This design comes from an exercise in tuning for small area, a short achievable clock period and few clock cycles per item on the open sky130 flow, not from production work.
Only simulation tests tie the RTL to the original design; equivalence was not proved.

## run 1
==> flow/design.v (excerpt) <==
module xtea_cores (
    input wire clk,
    input wire rst_i,
    input wire valid_i,
    input wire en_i,
    input wire [63:0] data_a_i,
    input wire [63:0] data_b_i,
    input wire [127:0] key,
    input wire decrypt_i,
    output wire [63:0] result_a_o,
    output wire [63:0] result_b_o,
    output reg valid_o,
    output reg busy_o
);
export LEC_CHECK = 0
export ABC_AREA = 1
export CAP_MARGIN = 20
export CORE_MARGIN = 2
export CORE_UTILIZATION = 40
export SETUP_SLACK_MARGIN = 3.0
export SLEW_MARGIN = 20
create_clock -name core_clock -period 7.0 [get_ports {clk}]
standard.sh (not shown) runs the stock make flow with config.mk's settings and CLKGATE_MAP_FILE= SYNTH_SCRIPT=/design/flow/synth_recipe.tcl, a recipe that flattens the netlist after the stock synthesis.
==> flow/flow/run.sh <==
#!/bin/bash
# Standard ORFS layout, but the port buffers are the smallest buffer cell and
# CTS uses smaller buffers and no dummy loads.
set -euo pipefail
export BUFFER_PORTS_ARGS="-buffer_cell sky130_fd_sc_hd__buf_1"
export ADDER_MAP_FILE=
export CTS_ARGS="-sink_clustering_enable -repair_clock_nets -dont_use_dummy_load -buf_list {sky130_fd_sc_hd__clkbuf_4 sky130_fd_sc_hd__clkbuf_8}"
bash standard.sh > standard_make.log 2>&1
Testbench counts of run 1, summed over its fixed seeds: cycles 25,346, items 768.
Modified inputs, run 2 compared to run 1
- ABC_AREA removed (was 1)
- SETUP_SLACK_MARGIN changed from 3.0 to 2.2
==> flow/flow/run.sh <==
#!/bin/bash
# Standard ORFS layout, but the port buffers are the smallest buffer cell and
# CTS uses smaller buffers and no dummy loads.
set -euo pipefail
export BUFFER_PORTS_ARGS="-buffer_cell sky130_fd_sc_hd__buf_1"
export CTS_ARGS="-sink_clustering_enable -repair_clock_nets -dont_use_dummy_load -buf_list {sky130_fd_sc_hd__clkbuf_4} -sink_clustering_size 16"
bash standard.sh > standard_make.log 2>&1
--- outcome ---
- The final layout from run 2, which completed every stage, passed the timing, design-rule and antenna checks at the end of the flow.
- Comparing run 1 and run 2, the higher proportion of cell area occupied by multi-input gates was measured on run 1.
- Measured against run 2, the detailed-routed wire length on met2 of run 1 comes out at 1.6 times the reference value.
- Changes observed in run 2 relative to run 1: portion of the clock cycle consumed by the worst path in the final layout +13 points; synthesized area -19%; utilization after layout +3.0 points; total nets after synthesis -1954.
- [compare] base=run 1 new=run 2: sequential share of cell area up 4.8 points, final area went down, relative area of clock buffers and inverters in the final design has remained practically unchanged.
- STATUS die area: run 2 wins against run 1
- Top routing layer in use = met4: run 1; top routing layer in use = met5: run 2
### run 2 -> run 3
- SETUP_SLACK_MARGIN: 2.2 -> 2.6
==> flow/flow/run.sh <==
#!/bin/bash
# Standard ORFS layout, but the port buffers are the smallest buffer cell and
# CTS uses smaller buffers and no dummy loads.
set -euo pipefail
export BUFFER_PORTS_ARGS="-buffer_cell sky130_fd_sc_hd__buf_1"
export CTS_ARGS="-sink_clustering_enable -repair_clock_nets -dont_use_dummy_load -buf_list {sky130_fd_sc_hd__clkbuf_4 sky130_fd_sc_hd__clkbuf_8}"
bash standard.sh > standard_make.log 2>&1
Results
Across both runs, total routing resource utilization after global routing was higher for run 3 than for run 2. Across both runs, post-detailed-routing wire length was higher for run 3 than for run 2. Compared with run 2, in run 3 worst setup slack rose 0.020 ns; post-synthesis to final-layout area growth rose 2.8 points; global routing usage on met3 fell 0.85 points; final area rose 610 um2. Of the two values seen for worst setup path startpoint, bb[0]$_DFF_P_ was produced by run 3 and ba[3]$_DFF_P_ by run 2.

---

run E:
The RTL this note starts from:
==> flow/design.v <==
`default_nettype none
module xtea (
    input  wire [31:0] a,
    input  wire [31:0] b,
    input  wire [31:0] k,
    input  wire        g,
    input  wire        cin,
    output wire [31:0] y
);
  wire [31:0] bg = b & {32{g}};
  wire [31:0] f = ((bg << 4) ^ (bg >> 5)) + bg;
  wire [32:0] s = {a, cin} + {f ^ k, cin};
  assign y = s[32:1];
endmodule
`default_nettype none
module xtea_cores (
    input wire clk,
    input wire rst_i,
    input wire valid_i,
    input wire en_i,
    input wire [63:0] data_a_i,
    input wire [63:0] data_b_i,
    input wire [127:0] key,
    input wire decrypt_i,
    output wire [63:0] result_a_o,
    output wire [63:0] result_b_o,
    output reg valid_o,
    output reg busy_o
);
  localparam [31:0] DELTA = 32'h9e3779b9;
  localparam [31:0] SUM32 = 32'hc6ef3720;
  reg [6:0] cnt;
  reg dec;
  reg g;
  reg [31:0] k0, k1, k2, k3;
  reg [31:0] aa, ba, ab, bb;
  reg [31:0] kr, t;
  wire acc = (~busy_o | valid_o) & valid_i & en_i;
  wire last = dec ? (cnt == 7'd65) : (cnt == 7'd63);
  always @(posedge clk or posedge rst_i) begin
    if (rst_i) begin
      busy_o <= 1'b0;
      valid_o <= 1'b0;
      cnt <= 7'd0;
      dec <= 1'b0;
      g <= 1'b0;
    end else begin
      if (acc) begin
        busy_o <= 1'b1;
        valid_o <= 1'b0;
        cnt <= 7'd0;
        dec <= decrypt_i;
        g <= ~decrypt_i;
      end else begin
        if (valid_o) begin
          busy_o <= 1'b0;
          valid_o <= 1'b0;
        end else if (busy_o) begin
          valid_o <= last;
        end
        cnt <= cnt + 7'd1;
        g <= ~(dec & (cnt == 7'd64));
      end
    end
  end
  always @(posedge clk) begin
    if (acc) begin
      k0 <= key[127:96];
      k1 <= key[95:64];
      k2 <= key[63:32];
      k3 <= key[31:0];
    end
  end
  wire p = cnt[0] ^ dec;   
  wire [1:0] sel = cnt[0] ? t[1:0] : t[12:11];
  reg [31:0] ksel;
  always @(*) begin
    case (sel)
      2'd0: ksel = k0;
      2'd1: ksel = k1;
      2'd2: ksel = k2;
      default: ksel = k3;
    endcase
  end
  wire [31:0] sk = t + ksel;
  wire swap_next = dec & (cnt == 7'd64);
  always @(posedge clk) begin
    if (acc) begin
      kr <= decrypt_i ? 32'hffffffff : key[127:96];
      t  <= decrypt_i ? SUM32 : DELTA;
    end else begin
      kr <= swap_next ? 32'hffffffff : (sk ^ {32{dec}});
      if (p) t <= dec ? t - DELTA : t + DELTA;
    end
  end
  wire [31:0] na, nb;
  xtea step_a (.a(aa), .b(ba), .k(kr), .g(g), .cin(dec), .y(na));
  xtea step_b (.a(ab), .b(bb), .k(kr), .g(g), .cin(dec), .y(nb));
  always @(posedge clk) begin
    if (acc) begin
      aa <= data_a_i[63:32];
      ba <= data_a_i[31:0];
      ab <= data_b_i[63:32];
      bb <= data_b_i[31:0];
    end else begin
      aa <= ba;
      ba <= na;
      ab <= bb;
      bb <= nb;
    end
  end
  assign result_a_o = {aa, ba};
  assign result_b_o = {ab, bb};
endmodule
Settings: LEC_CHECK=0, CAP_MARGIN=20, CORE_MARGIN=2, CORE_UTILIZATION=40, SLEW_MARGIN=20; clock period 7.0 ns.
run.sh (not shown) runs the stock make flow with config.mk's settings and CLKGATE_MAP_FILE= SYNTH_SCRIPT=/design/flow/synth_recipe.tcl, a recipe that flattens the netlist after the stock synthesis.
Stock flow here: none of the scripts above is used.
Testbench counts of run E, summed over its fixed seeds: cycles 25,346, items 768.
Modified inputs, run D compared to run E
Settings: setting SETUP_SLACK_MARGIN to 1.5 for the first time.
## What came out
- Comparing run D with run E, the area taken by flip-flops and latches came out essentially unchanged.
- Of run D and run E, the run reporting the lower first-pass GRT wire length was run D.

---

04-15:
RTL: the design.v shown in full above, as it stands there.
clock: 7.0 ns
lec_check: 0
abc_clock_period_in_ps: 2500
cap_margin: 20
core_margin: 2
core_utilization: 40
slew_margin: 20
04-15: PASS, flow complete, no timing, DRC or antenna violations
Testbench counts of 04-15, summed over its fixed seeds: cycles 25,346, items 768.
For 10-05, these inputs were changed with respect to 04-15:
diff --git a/flow/config.mk b/flow/config.mk
--- a/flow/config.mk
+++ b/flow/config.mk
@@ -7,3 +7,3 @@
 export LEC_CHECK = 0
-export ABC_CLOCK_PERIOD_IN_PS = 2500
+export ABC_CLOCK_PERIOD_IN_PS = 4000
 export CAP_MARGIN = 20
## What came out
Total track usage: 04-15 vs 10-05 — no meaningful difference
Going from 04-15 to 10-05, count of port buffers added during placement stayed essentially flat; number of buffers created by CTS flat.
Any difference in average instance area after synthesis between 10-05 and 04-15 is small enough to ignore.
The area added between synthesis and finish on 04-15 is in line with that on 10-05.

---

## try-indigo
RTL: one of the versions met above, not the one the previous note started from.
Size: ~3400 cells after synthesis, about 330 flip-flops, about 390 I/O pins, about 25000 um2 of cells after synthesis.
export LEC_CHECK = 0
export ABC_AREA = 1
export CAP_MARGIN = 20
export CORE_MARGIN = 2
export CORE_UTILIZATION = 40
export SETUP_SLACK_MARGIN = 3
export SLEW_MARGIN = 20
create_clock -name core_clock -period 7.0 [get_ports {clk}]
standard.sh (not shown) runs the stock make flow with config.mk's settings and CLKGATE_MAP_FILE= SYNTH_SCRIPT=/design/flow/synth_recipe.tcl, a recipe that flattens the netlist after the stock synthesis.
==> flow/flow/run.sh <==
#!/bin/bash
# Standard ORFS layout, but the port buffers are the smallest buffer cell and
# CTS uses smaller buffers and no dummy loads.
set -euo pipefail
export BUFFER_PORTS_ARGS="-buffer_cell sky130_fd_sc_hd__buf_1"
export CTS_ARGS="-sink_clustering_enable -repair_clock_nets -dont_use_dummy_load -buf_list {sky130_fd_sc_hd__clkbuf_4 sky130_fd_sc_hd__clkbuf_8}"
bash standard.sh > standard_make.log 2>&1
Testbench counts of try-indigo, summed over its fixed seeds: cycles 25,346, items 768.
--- input diff try-indigo..try-cedar ---
- removing ABC_AREA (formerly 1)
==> flow/run.sh (new file) <==
#!/bin/bash
# synth_recipe.tcl (not shown) runs the flow's synth.tcl, then flattens the netlist and writes it again
# the make line also repeats each setting of config.mk as NAME=value (left out here)
make -C /OpenROAD-flow-scripts/flow DESIGN_CONFIG=/design/flow/config.mk WORK_HOME=/design/flow/orfs CLKGATE_MAP_FILE= SYNTH_SCRIPT=/design/flow/synth_recipe.tcl finish
removed: flow/flow/run.sh
removed: flow/standard.sh
Notes after the runs:
Count of non-CTS buffers in the layout came out higher on try-cedar than on try-indigo.
Relative to try-indigo, proportion of synthesized area in mux cells increased by 4.1 points in try-cedar.
Looking only at fraction of the yosys area taken by sequential cells, and setting everything else aside, the higher value of try-cedar and try-indigo goes to try-cedar.
Going from try-indigo to try-cedar, area after synthesis went down.
try-cedar against try-indigo: period utilization went up; first-pass GRT wire length went down.
try-indigo vs try-cedar, endpoint of the worst setup timing path: bb[29] vs ba[31]
Looking at worst clock skew, try-cedar sits 0.043 ns lower than try-indigo does.
### try-cedar -> try-sierra
- SETUP_SLACK_MARGIN: 3 -> 1.5
==> flow/flow/run.sh (new file) <==
#!/bin/bash
# Standard ORFS layout, but the port buffers are the smallest buffer cell.
set -euo pipefail
export BUFFER_PORTS_ARGS="-buffer_cell sky130_fd_sc_hd__buf_1"
bash standard.sh > standard_make.log 2>&1
==> flow/standard.sh (new file) <==
#!/bin/bash
# synth_recipe.tcl (not shown) runs the flow's synth.tcl, then flattens the netlist and writes it again
# the make line also repeats each setting of config.mk as NAME=value (left out here)
make -C /OpenROAD-flow-scripts/flow DESIGN_CONFIG=/design/flow/config.mk WORK_HOME=/design/flow/orfs CLKGATE_MAP_FILE= SYNTH_SCRIPT=/design/flow/synth_recipe.tcl "${@:-finish}"
removed: flow/run.sh
[summary]
Changes observed in try-sierra relative to try-cedar: post-route fraction of the period consumed by the critical path moved up, maximum number of pins on one net before global-route repair has decreased.
Looking at worst setup margin across both flows, try-sierra is the weaker of the two, with try-cedar ahead.
Compared with try-cedar, in try-sierra placed instance count about even.
On try-sierra: area added between synthesis and finish is 23 points lower than what try-cedar gave.
Worst-margin pin slew, try-cedar and try-sierra, lower one = try-cedar.
Row global-route usage: try-sierra lower / try-cedar higher
Looking at most common cell after layout, fill and taps aside, the clkdlybuf4s50_1 result is from try-cedar; the buf_1 one comes from try-sierra.
The run showing the smaller area after detailed placement is try-sierra.
> inputs changed (try-sierra -> try-raven)
- putting ABC_AREA at 1 where nothing was set
- swapping 1.5 for 2.2 in SETUP_SLACK_MARGIN
==> flow/flow/run.sh <==
#!/bin/bash
# Standard ORFS layout, but the port buffers are the smallest buffer cell and
# CTS uses smaller buffers and no dummy loads.
set -euo pipefail
export BUFFER_PORTS_ARGS="-buffer_cell sky130_fd_sc_hd__buf_1"
export CTS_ARGS="-sink_clustering_enable -repair_clock_nets -dont_use_dummy_load -buf_list {sky130_fd_sc_hd__clkbuf_4 sky130_fd_sc_hd__clkbuf_8}"
bash standard.sh > standard_make.log 2>&1
- Every run (try-sierra and try-raven) finished clean.
- Average wire length per cell after detail routing: higher on try-sierra
- When the final numbers for try-sierra and try-raven were put side by side, the sequential share of layout area turned out to be greater in try-sierra.
- Relative to try-sierra, global-route usage over all layers has increased by 3.0 points in try-raven.
- try-raven ended up with a lower share of the clock period used by the worst path than try-sierra did.
- try-raven against try-sierra: met1 routing resource usage after global routing has increased; number of buffers inserted during clock tree synthesis has increased; share of the yosys chip area belonging to registers has decreased; number of detailed-route iterations in the first pass has decreased; proportion of layout cells with a drive suffix above 1 has decreased.

-- port drivers added, routing unchanged --
The results above use ideal ports. As a check the final layouts listed here were re-extracted and re-timed, cells and wires unchanged. Step 1, drivers: a clkbuf_16 drives clk and a buf_2 each remaining input, both assumed. Step 2 also shifts input and output timing later by t, the mid clock arrival at the registers, as if the neighbouring blocks saw the same clock. Three values: no drivers, after step 1, after step 2; two values: the first two.
run | t (ns) | setup WS [ns] | clock arrival spread, ns | worst register clock-pin slew, ns | worst data-port slew with drivers (ns)
run 1 | 0.748 | 3.128 / 3.128 / 3.128 | 0.097 / 0.097 | 0.07 / 0.07 | 0.07
run 2 | 0.861 | 2.200 / 2.200 / 2.200 | 0.075 / 0.075 | 0.06 / 0.06 | 0.09
run 3 | 0.680 | 2.219 / 2.219 / 2.219 | 0.063 / 0.064 | 0.06 / 0.06 | 0.08
run E | 0.617 | 1.087 / 1.087 / 1.087 | 0.019 / 0.019 | 0.07 / 0.07 | 0.10
run D | 0.631 | 1.697 / 1.697 / 1.697 | 0.018 / 0.019 | 0.06 / 0.06 | 0.10
04-15 | 0.617 | 1.087 / 1.087 / 1.087 | 0.019 / 0.019 | 0.07 / 0.07 | 0.10
10-05 | 0.617 | 1.087 / 1.087 / 1.087 | 0.019 / 0.019 | 0.07 / 0.07 | 0.10
try-indigo | 0.709 | 3.219 / 3.219 / 3.219 | 0.073 / 0.073 | 0.06 / 0.06 | 0.08
try-cedar | 0.623 | 2.320 / 2.320 / 2.320 | 0.030 / 0.030 | 0.07 / 0.07 | 0.09
try-sierra | 0.627 | 1.735 / 1.735 / 1.735 | 0.015 / 0.016 | 0.07 / 0.07 | 0.10
try-raven | 0.688 | 2.728 / 2.728 / 2.728 | 0.090 / 0.091 | 0.07 / 0.07 | 0.10
After both steps setup and hold are still met in every run listed.
